This is an optimization exercise on Yosys and OpenROAD, whose aim is small area and a short achievable clock period, not a production implementation.
Where RTL was checked, it was by simulation tests only, not by an equivalence proof against the original.
The clock port is modelled as an ideal driver, which makes a skipped or thinned clock tree look cheaper than it is; a real chip needs a root buffer or a tree.
Power is estimated from default activity; no workload was simulated.

Setup of run C:
Design alu_top, start of the top module:
module alu_top(clk, a, b, op, out, carry_out, over_flow, zero);
input clk;
input [31:0] a, b;
input [2:0] op;
output reg [31:0] out;
output reg carry_out, over_flow, zero;
reg [31:0] a_r, b_r;
reg [2:0] op_r;
wire [31:0] alu_out;
wire alu_carry_out, alu_over_flow, alu_zero;
ALU alu_core(a_r, b_r, op_r, alu_out, alu_carry_out, alu_over_flow, alu_zero);
always @(posedge clk) begin
	a_r <= a;
	b_r <= b;
	op_r <= op;
	out <= alu_out;
	carry_out <= alu_carry_out;
	over_flow <= alu_over_flow;
	zero <= alu_zero;
end
endmodule
clock: 14.5 ns
lec_check: 0
cap_margin: 20
core_margin: 2
core_utilization: 40
slew_margin: 20
synth_hierarchical: 1
standard.sh (not shown) runs the stock make flow with config.mk's settings and CLKGATE_MAP_FILE= SYNTH_SCRIPT=/design/flow/synth_recipe.tcl, a recipe that flattens the netlist after the stock synthesis.
==> flow/flow/run.sh <==
#!/bin/bash
# The standard layout (standard.sh) with three changes to how it is made:
#  - the port buffers are sky130 buf_1 rather than the resizer's default pick;
#  - before floorplanning every combinational cell is set to drive strength 1
#    (flow/downsize.tcl), so only the resizer's timing repair sizes cells up;
#  - the timing repair aims at a setup slack margin of SETUP_MARGIN ns;
#  - the clock port drives MCTS_K buffers that each drive the flip-flops of
#    one region (flow/cts_hook.tcl), instead of TritonCTS's two-level tree.
# Each tool's output goes to ORFS's own per-step logs under orfs/logs; make's
# output goes to standard.log.
export BUFFER_PORTS_ARGS="-buffer_cell sky130_fd_sc_hd__buf_1"
export SETUP_SLACK_MARGIN=${SETUP_MARGIN:-11.0}
export PRE_FLOORPLAN_TCL=$PWD/flow/downsize.tcl
export MCTS_K=${MCTS_K:-4}
export MCTS_CELL=${MCTS_CELL:-sky130_fd_sc_hd__buf_12}
export PRE_CTS_TCL=$PWD/flow/cts_hook.tcl
bash standard.sh > standard.log 2>&1
Other scripts of this flow, unchanged in this note and not shown: flow/flow/cts_hook.tcl, flow/flow/downsize.tcl
Here is what was changed in the inputs of run E compared with run C.
-- flow/flow/run.sh --
<<< run C, line 12
export SETUP_SLACK_MARGIN=${SETUP_MARGIN:-11.0}
>>> run E, line 12
export SETUP_SLACK_MARGIN=${SETUP_MARGIN:-10.65}
### Flow results
- Run C has a higher post-route worst hold slack than run E.
- As far as placement row count goes, run C and run E are indistinguishable; the numbers are identical.
- In the flow results for run E and run C, the worst reg-to-reg setup slack is smaller on run E.
- Overall power consumption (run E over run C): decrease, 7.7%
- Row sequential share of layout area: run E higher / run C lower
- A leading cell type in the layout, fill and taps excluded of dfxtp_1 is what run C shows, while buf_1 belongs to run E.
- A launch point of the critical path of out[18] is what run C shows, while op_r[0] belongs to run E.
No run of this note takes its clock network from TritonCTS; it comes from the design's own scripts or RTL.

* * *

alu_top, a different RTL version from the one above (not shown whole).
Size in the first run: ~440 cells after synthesis, ~100 I/O pins.
## alu_top
module alu_top(clk, a, b, op, out, carry_out, over_flow, zero);
input clk;
input [31:0] a, b;
input [2:0] op;
output reg [31:0] out;
output reg carry_out, over_flow, zero;
reg [31:0] a_r, b_r;
reg [2:0] op_r;
wire [31:0] alu_out;
wire alu_carry_out, alu_over_flow, alu_zero;
ALU alu_core(a_r, b_r, op_r, alu_out, alu_carry_out, alu_over_flow, alu_zero);
always @(posedge clk) begin
	a_r <= a;
	b_r <= b;
	op_r <= op;
	out <= alu_out;
	carry_out <= alu_carry_out;
	over_flow <= alu_over_flow;
	zero <= alu_zero;
end
endmodule
Settings: LEC_CHECK=0, CAP_MARGIN=20, CORE_MARGIN=2, CORE_UTILIZATION=40, SLEW_MARGIN=20, SYNTH_HIERARCHICAL=1; clock period 14.5 ns.
==> flow/flow/run.sh <==
#!/bin/bash
# The standard layout (standard.sh) with these changes to how it is made:
#  - the port buffers are sky130 buf_1 rather than the resizer's default pick;
#  - before floorplanning every combinational cell is set to drive strength 1
#    (flow/downsize.tcl), so only the resizer's timing repair sizes cells up;
#  - the timing repair aims at a setup slack margin of SETUP_MARGIN ns;
#  - the clock port drives MCTS_K buffers that each drive the flip-flops of
#    one region (flow/cts_hook.tcl), instead of TritonCTS's two-level tree.
# Each tool's output goes to ORFS's own per-step logs under orfs/logs; make's
# output goes to standard.log.
export BUFFER_PORTS_ARGS="-buffer_cell sky130_fd_sc_hd__buf_1"
export SETUP_SLACK_MARGIN=${SETUP_MARGIN:-10.8}
export PRE_FLOORPLAN_TCL=$PWD/flow/downsize.tcl
export MCTS_K=${MCTS_K:-4}
export MCTS_CELL=${MCTS_CELL:-sky130_fd_sc_hd__buf_12}
export PRE_CTS_TCL=$PWD/flow/cts_hook.tcl
export SKIP_GATE_CLONING=1
bash standard.sh > standard.log 2>&1
Other scripts of this flow, unchanged in this note and not shown: flow/flow/cts_hook.tcl, flow/flow/downsize.tcl
The first run completed without violations.
Next try:
--- a/flow/flow/run.sh
+++ b/flow/flow/run.sh
@@ -15,4 +15,3 @@
 export MCTS_CELL=${MCTS_CELL:-sky130_fd_sc_hd__buf_12}
 export PRE_CTS_TCL=$PWD/flow/cts_hook.tcl
-export SKIP_GATE_CLONING=1
 bash standard.sh > standard.log 2>&1
Settings changed: CAP_MARGIN 20 to 0, SLEW_MARGIN 20 to 0.
Result:
- The new run produced a clean layout
- die area does not change
- combinational power is about the same
- worst setup slack stays the same
- register-to-register slack barely changes
- final area is unchanged
- sequential share of layout area does not change
- core utilization does not change
- maximum frequency does not change
- cell count stays the same
- synthesized cell count is unchanged
Next try:
--- a/flow/flow/run.sh
+++ b/flow/flow/run.sh
@@ -10,5 +10,5 @@
 # output goes to standard.log.
 export BUFFER_PORTS_ARGS="-buffer_cell sky130_fd_sc_hd__buf_1"
-export SETUP_SLACK_MARGIN=${SETUP_MARGIN:-10.8}
+export SETUP_SLACK_MARGIN=${SETUP_MARGIN:-10.2}
 export PRE_FLOORPLAN_TCL=$PWD/flow/downsize.tcl
 export MCTS_K=${MCTS_K:-4}
Settings changed: CAP_MARGIN 0 to 20, SLEW_MARGIN 0 to 20.
Effect:
- sequential power hardly moves
- critical path depth came out higher by 13
- core utilization shrinks by 2.4 points
- design area came out lower by 4.7%
- setup slack got worse by 360 ps
Next try:
--- a/flow/flow/run.sh
+++ b/flow/flow/run.sh
@@ -10,8 +10,9 @@
 # output goes to standard.log.
 export BUFFER_PORTS_ARGS="-buffer_cell sky130_fd_sc_hd__buf_1"
-export SETUP_SLACK_MARGIN=${SETUP_MARGIN:-10.2}
+export SETUP_SLACK_MARGIN=${SETUP_MARGIN:-10.8}
 export PRE_FLOORPLAN_TCL=$PWD/flow/downsize.tcl
 export MCTS_K=${MCTS_K:-4}
 export MCTS_CELL=${MCTS_CELL:-sky130_fd_sc_hd__buf_12}
 export PRE_CTS_TCL=$PWD/flow/cts_hook.tcl
+export REMOVE_ABC_BUFFERS=1
 bash standard.sh > standard.log 2>&1
The changed run finished clean.
Clock skew stays flat.
Routed wire length goes up by a few percent.
Worst setup slack is better by 360 ps.
Critical path depth goes down by 13.
Next try:
--- a/flow/flow/run.sh
+++ b/flow/flow/run.sh
@@ -15,4 +15,3 @@
 export MCTS_CELL=${MCTS_CELL:-sky130_fd_sc_hd__buf_12}
 export PRE_CTS_TCL=$PWD/flow/cts_hook.tcl
-export REMOVE_ABC_BUFFERS=1
 bash standard.sh > standard.log 2>&1
After rerunning: Via count falls by 1.6%. Routed wire length fell by 1.4%. Global-route usage went down by 0.19 points.
No run of this note takes its clock network from TritonCTS; it comes from the design's own scripts or RTL.

* * *

alu_top with an RTL version that a note above also has.
Size: about 440 cells after synthesis.
clock: 14.5 ns
lec_check: 0
cap_margin: 20
core_margin: 2
core_utilization: 65
place_density: 0.75
slew_margin: 20
synth_hierarchical: 1
==> flow/flow/run.sh <==
#!/bin/bash
# The standard layout (standard.sh) with three changes to how it is made:
#  - the port buffers are sky130 buf_1 rather than the resizer's default pick;
#  - before floorplanning every combinational cell is set to drive strength 1
#    (flow/downsize.tcl), so only the resizer's timing repair sizes cells up;
#  - the timing repair aims at a setup slack margin of SETUP_MARGIN ns;
#  - the clock port drives MCTS_K buffers that each drive the flip-flops of
#    one region (flow/cts_hook.tcl), instead of TritonCTS's two-level tree.
# Each tool's output goes to ORFS's own per-step logs under orfs/logs; make's
# output goes to standard.log.
export BUFFER_PORTS_ARGS="-buffer_cell sky130_fd_sc_hd__buf_1"
export SETUP_SLACK_MARGIN=${SETUP_MARGIN:-10.8}
export PRE_FLOORPLAN_TCL=$PWD/flow/downsize.tcl
export MCTS_K=${MCTS_K:-4}
export MCTS_CELL=${MCTS_CELL:-sky130_fd_sc_hd__buf_12}
export PRE_CTS_TCL=$PWD/flow/cts_hook.tcl
bash standard.sh > standard.log 2>&1
Other scripts of this flow, unchanged in this note and not shown: flow/flow/cts_hook.tcl, flow/flow/downsize.tcl
The starting point finished with timing, DRC and antenna clean.
Next try:
--- a/flow/flow/run.sh
+++ b/flow/flow/run.sh
@@ -11,3 +11,3 @@
 export BUFFER_PORTS_ARGS="-buffer_cell sky130_fd_sc_hd__buf_1"
-export SETUP_SLACK_MARGIN=${SETUP_MARGIN:-10.8}
+export SETUP_SLACK_MARGIN=${SETUP_MARGIN:-10.9}
 export PRE_FLOORPLAN_TCL=$PWD/flow/downsize.tcl
CORE_UTILIZATION = 40   (was 65)
PLACE_DENSITY = default   (was 0.75)
The new run finished clean.
Die area climbs by 59%.
Via count drops by about 2.5%.
Total power drops by about 0.5%.
Utilization drops by 32 points.
Global-route usage drops by 7.7 points.
Final area hardly moves.
Next try:
--- a/flow/flow/run.sh
+++ b/flow/flow/run.sh
@@ -11,3 +11,3 @@
 export BUFFER_PORTS_ARGS="-buffer_cell sky130_fd_sc_hd__buf_1"
-export SETUP_SLACK_MARGIN=${SETUP_MARGIN:-10.9}
+export SETUP_SLACK_MARGIN=${SETUP_MARGIN:-10.8}
 export PRE_FLOORPLAN_TCL=$PWD/flow/downsize.tcl
Setup slack got worse by 6.9 ps. Final cell count falls by 0.43%. Sequential power is about the same. Worst hold slack got worse by 8.0 ps. Routed wire length falls by 1.8%. Sequential share of layout area rises by 0.73 points.
Next try:
--- a/flow/flow/run.sh
+++ b/flow/flow/run.sh
@@ -11,3 +11,3 @@
 export BUFFER_PORTS_ARGS="-buffer_cell sky130_fd_sc_hd__buf_1"
-export SETUP_SLACK_MARGIN=${SETUP_MARGIN:-10.8}
+export SETUP_SLACK_MARGIN=${SETUP_MARGIN:-10.5}
 export PRE_FLOORPLAN_TCL=$PWD/flow/downsize.tcl
After rerunning: The new run ran to the end with no violations; core utilization drops by 0.76 points; final cell count drops by about 0.43%; hold slack gets worse by 5.9 ps; fmax is lower by about 2.6%; wire length goes up by about 0.37%; critical path depth climbs by 14.
In every run of this note, the design's own scripts or RTL, not TritonCTS, make the clock network.

* * *

Another version of the RTL of alu_top (not shown whole).
Size in the first run: roughly 440 cells after synthesis, ~100 I/O pins.
clock: 14.5 ns
lec_check: 0
cap_margin: 20
core_margin: 2
core_utilization: 40
slew_margin: 20
synth_hierarchical: 1
tns_end_percent: 20
==> flow/flow/run.sh <==
#!/bin/bash
# The standard layout (standard.sh) with these changes to how it is made:
#  - the port buffers are sky130 buf_1 rather than the resizer's default pick;
#  - before floorplanning every combinational cell is set to drive strength 1
#    (flow/downsize.tcl), so only the resizer's timing repair sizes cells up;
#  - the timing repair aims at a setup slack margin of SETUP_MARGIN ns;
#  - the clock port drives MCTS_K buffers that each drive the flip-flops of
#    one region (flow/cts_hook.tcl), instead of TritonCTS's two-level tree.
# Each tool's output goes to ORFS's own per-step logs under orfs/logs; make's
# output goes to standard.log.
export BUFFER_PORTS_ARGS="-buffer_cell sky130_fd_sc_hd__buf_1"
export SETUP_SLACK_MARGIN=${SETUP_MARGIN:-10.7}
export PRE_FLOORPLAN_TCL=$PWD/flow/downsize.tcl
export MCTS_K=${MCTS_K:-4}
export MCTS_CELL=${MCTS_CELL:-sky130_fd_sc_hd__buf_12}
export PRE_CTS_TCL=$PWD/flow/cts_hook.tcl
bash standard.sh > standard.log 2>&1
Other scripts of this flow, unchanged in this note and not shown: flow/flow/cts_hook.tcl, flow/flow/downsize.tcl
The first run finished clean.
Rerun with:
Settings changed: CORE_UTILIZATION 40 to 55, TNS_END_PERCENT 20 to not set.
The new run went through all stages and came out clean.
Hold slack improved by 0.0069 ns.
Wire length decreases by 7.1%.
Global-route usage rises by 4.1 points.
Sequential cell count stays the same.
Rerun with:
Settings changed: CORE_UTILIZATION 55 to 40, TNS_END_PERCENT set to 0.
After rerunning: Flip-flop and latch count stays the same. Total power hardly moves. Wire length grows by 7.7%. Setup slack is better by 0.061 ns. Die area goes up by 36%. Worst hold slack is worse by 0.0069 ns. Final cell count is higher by 4.4%. Global-route usage came out lower by 4.1 points. Register-to-register slack improves by 0.11 ns. Sequential power hardly moves. Sequential share of layout area rises by 0.25 points.
Rerun with:
Settings changed: CORE_UTILIZATION 40 to 30, TNS_END_PERCENT 0 to not set.
Global-route usage fell by 2.6 points.
Register-to-register slack is better by 0.02 ns.
First-iteration DRC count is higher by 63%.
Sequential power rose by about 1%.
Rerun with:
Settings changed: CORE_UTILIZATION 30 to 40, GPL_TIMING_DRIVEN set to 1.
After rerunning:
- The changed run produced a clean layout
- cell count shrinks by a few percent
- global-route usage is higher by 2.6 points
- via count drops by a few percent
- first-iteration DRC count goes down by well over a third
- clock skew goes down by 0.0040 ns
- sequential share of layout area is higher by 0.89 points
- core utilization goes up by 12 points
- critical path depth does not change
Rerun with:
Settings changed: GPL_TIMING_DRIVEN 1 to not set, PLACE_DENSITY set to 0.75.
Critical path depth climbs by 14. Final cell count climbs by 0.44%. Clock skew drops by 0.0040 ns. Setup slack got worse by 0.056 ns. Flip-flop and latch count is unchanged. Wire length climbs by 5.1%. Power climbs by 1.2%.
In every run of this note, the design's own scripts or RTL, not TritonCTS, make the clock network.

* * *

alu_top again, from the RTL that the note above started with.
Settings: LEC_CHECK=0, CAP_MARGIN=20, CORE_MARGIN=2, CORE_UTILIZATION=40, SLEW_MARGIN=20, SYNTH_HIERARCHICAL=1; clock period 14.5 ns.
Scripts as last shown in full above: flow/flow/run.sh
Other scripts of this flow, unchanged in this note and not shown: flow/flow/cts_hook.tcl, flow/flow/downsize.tcl
Rerun with:
--- a/flow/flow/run.sh
+++ b/flow/flow/run.sh
@@ -10,5 +10,5 @@
 # output goes to standard.log.
 export BUFFER_PORTS_ARGS="-buffer_cell sky130_fd_sc_hd__buf_1"
-export SETUP_SLACK_MARGIN=${SETUP_MARGIN:-10.7}
+export SETUP_SLACK_MARGIN=${SETUP_MARGIN:-10.6}
 export PRE_FLOORPLAN_TCL=$PWD/flow/downsize.tcl
 export MCTS_K=${MCTS_K:-4}
What happened: The changed run finished with timing, DRC and antenna clean; routed wire length goes down by about 0.8%; global-route usage is about the same; cell area drops by about 1%; fmax shrinks by about 0.4%; first-iteration DRC count rises by about 20%; die area is unchanged; setup slack got worse by 15 ps.
Rerun with:
--- a/flow/flow/run.sh
+++ b/flow/flow/run.sh
@@ -10,5 +10,5 @@
 # output goes to standard.log.
 export BUFFER_PORTS_ARGS="-buffer_cell sky130_fd_sc_hd__buf_1"
-export SETUP_SLACK_MARGIN=${SETUP_MARGIN:-10.6}
+export SETUP_SLACK_MARGIN=${SETUP_MARGIN:-10.8}
 export PRE_FLOORPLAN_TCL=$PWD/flow/downsize.tcl
 export MCTS_K=${MCTS_K:-4}
Total power rose by 1.0%; hold slack loses 4.3 ps; global-route usage barely changes; via count rose by 0.76%; worst setup slack gains 17 ps; utilization rose by 1.1 points.
No run of this note takes its clock network from TritonCTS; it comes from the design's own scripts or RTL.

* * *

## rev 12
alu_top, a different RTL version from the one above (not shown whole).
Size: about 440 cells after synthesis, roughly 100 flip-flops, ~100 I/O pins.
Settings: LEC_CHECK=0, ABC_CLOCK_PERIOD_IN_PS=3000, CAP_MARGIN=20, CORE_MARGIN=2, CORE_UTILIZATION=40, SLEW_MARGIN=20; clock period 14.5 ns.
==> flow/flow/run.sh <==
#!/bin/bash
export BUFFER_PORTS_ARGS="-buffer_cell sky130_fd_sc_hd__buf_1"
bash standard.sh > standard.log 2>&1
No stage failed in rev 12, and the final checks on the layout all came back clean.
--- input diff rev 12..rev 13 ---
- removing ABC_CLOCK_PERIOD_IN_PS (formerly 3000)
diff --git a/flow/flow/run.sh b/flow/flow/run.sh
--- a/flow/flow/run.sh
+++ b/flow/flow/run.sh
@@ -2,0 +3 @@
+export SETUP_SLACK_MARGIN=10.8
### Flow results
- Rev 13 reached the end of the flow, and the finished layout is clean on the timing, DRC and antenna checks.
- Having completed the whole flow, rev 12 delivered a layout that passed the timing, DRC and antenna checks.
- Going from rev 12 to rev 13, final critical-path share of the clock period down 8.6 points, relative contribution of the clock network to total power shrank by 2.4 points, final cell utilization of the core rose 6.8 points, total power per unit cell area -7.6 mW/mm^2, internal power contribution rose by 55 uW.
- Between rev 12 and rev 13, top fanout value on the critical path decreased.
- Diff rev 12..rev 13 | number of top-level design ports | unchanged
- sky130_fd_sc_hd__or4_4 as the critical-path cell with the highest stage delay was reported by rev 13, and sky130_fd_sc_hd__nand2b_2 by rev 12.
- Looking at detailed router's first-iteration violation count, rev 13 sits 94 higher than rev 12 does.
- Compared with rev 12, in rev 13 number of ordinary and repair buffers in the finished layout +35, die outline width held.
- Diff rev 13..rev 12 | adder-cell share of the synthesized area | unchanged
No functional check of the RTL was part of any run of this note.

==> separate check: timing with driven ports <==
The flow's constraints put no driver on any port. The routed layouts listed below were extracted and timed again, unchanged, in two steps.
Step 1 sets driving cells, clkbuf_16 on the clock port and buf_2 on the other inputs (assumed; they add their load-dependent delay and slew).
Step 2 moves the port delays by t, midway between the first and last clock arrival at a register: inputs arrive t later, outputs are due t later. That takes back most of the time a late clock gives input paths.
a / b / c = no drivers / after step 1 / after step 2; a / b = the first two.
run	t (ns)	slack for setup (ns)	worst setup path after step 2	clock arrival spread, ns
run C	0.210	11.019 / 10.940 / 11.118	register to register	0.006 / 0.006
run E	0.210	10.922 / 10.849 / 10.922	register to register	0.013 / 0.013
the first run of note 2	0.212	10.945 / 10.865 / 11.058	register to register	0.014 / 0.014
the second run of note 2	0.212	10.945 / 10.865 / 11.058	register to register	0.014 / 0.014
the third run of note 2	0.211	10.586 / 10.586 / 10.586	register to register	0.014 / 0.014
the fourth run of note 2	0.208	10.948 / 10.873 / 10.983	register to register	0.012 / 0.012
the fifth run of note 2	0.212	10.945 / 10.865 / 11.058	register to register	0.014 / 0.014
the first run of note 3	0.207	10.916 / 10.841 / 10.973	register to register	0.012 / 0.012
the second run of note 3	0.208	10.943 / 10.864 / 11.041	register to register	0.012 / 0.012
the third run of note 3	0.207	10.936 / 10.858 / 10.987	register to register	0.013 / 0.013
the fourth run of note 3	0.211	10.841 / 10.841 / 10.841	register to register	0.016 / 0.015
the first run of note 4	0.204	10.942 / 10.867 / 10.994	register to register	0.008 / 0.008
the second run of note 4	0.206	10.881 / 10.870 / 10.881	register to register	0.010 / 0.011
the third run of note 4	0.204	10.942 / 10.867 / 10.994	register to register	0.008 / 0.008
the fourth run of note 4	0.216	10.914 / 10.832 / 11.014	register to register	0.012 / 0.012
the fifth run of note 4	0.204	10.942 / 10.867 / 10.994	register to register	0.008 / 0.008
the sixth run of note 4	0.208	10.886 / 10.858 / 10.886	register to register	0.004 / 0.005
the first run of note 5	0.204	10.942 / 10.867 / 10.994	register to register	0.008 / 0.008
the second run of note 5	0.205	10.927 / 10.866 / 10.927	register to register	0.010 / 0.010
the third run of note 5	0.204	10.944 / 10.869 / 11.060	register to register	0.008 / 0.008
rev 12	0.394	9.516 / 9.516 / 9.516	register to register	0.010 / 0.011
rev 13	0.389	10.770 / 10.748 / 10.770	register to register	0.009 / 0.009
After both steps every run listed still meets setup and hold.
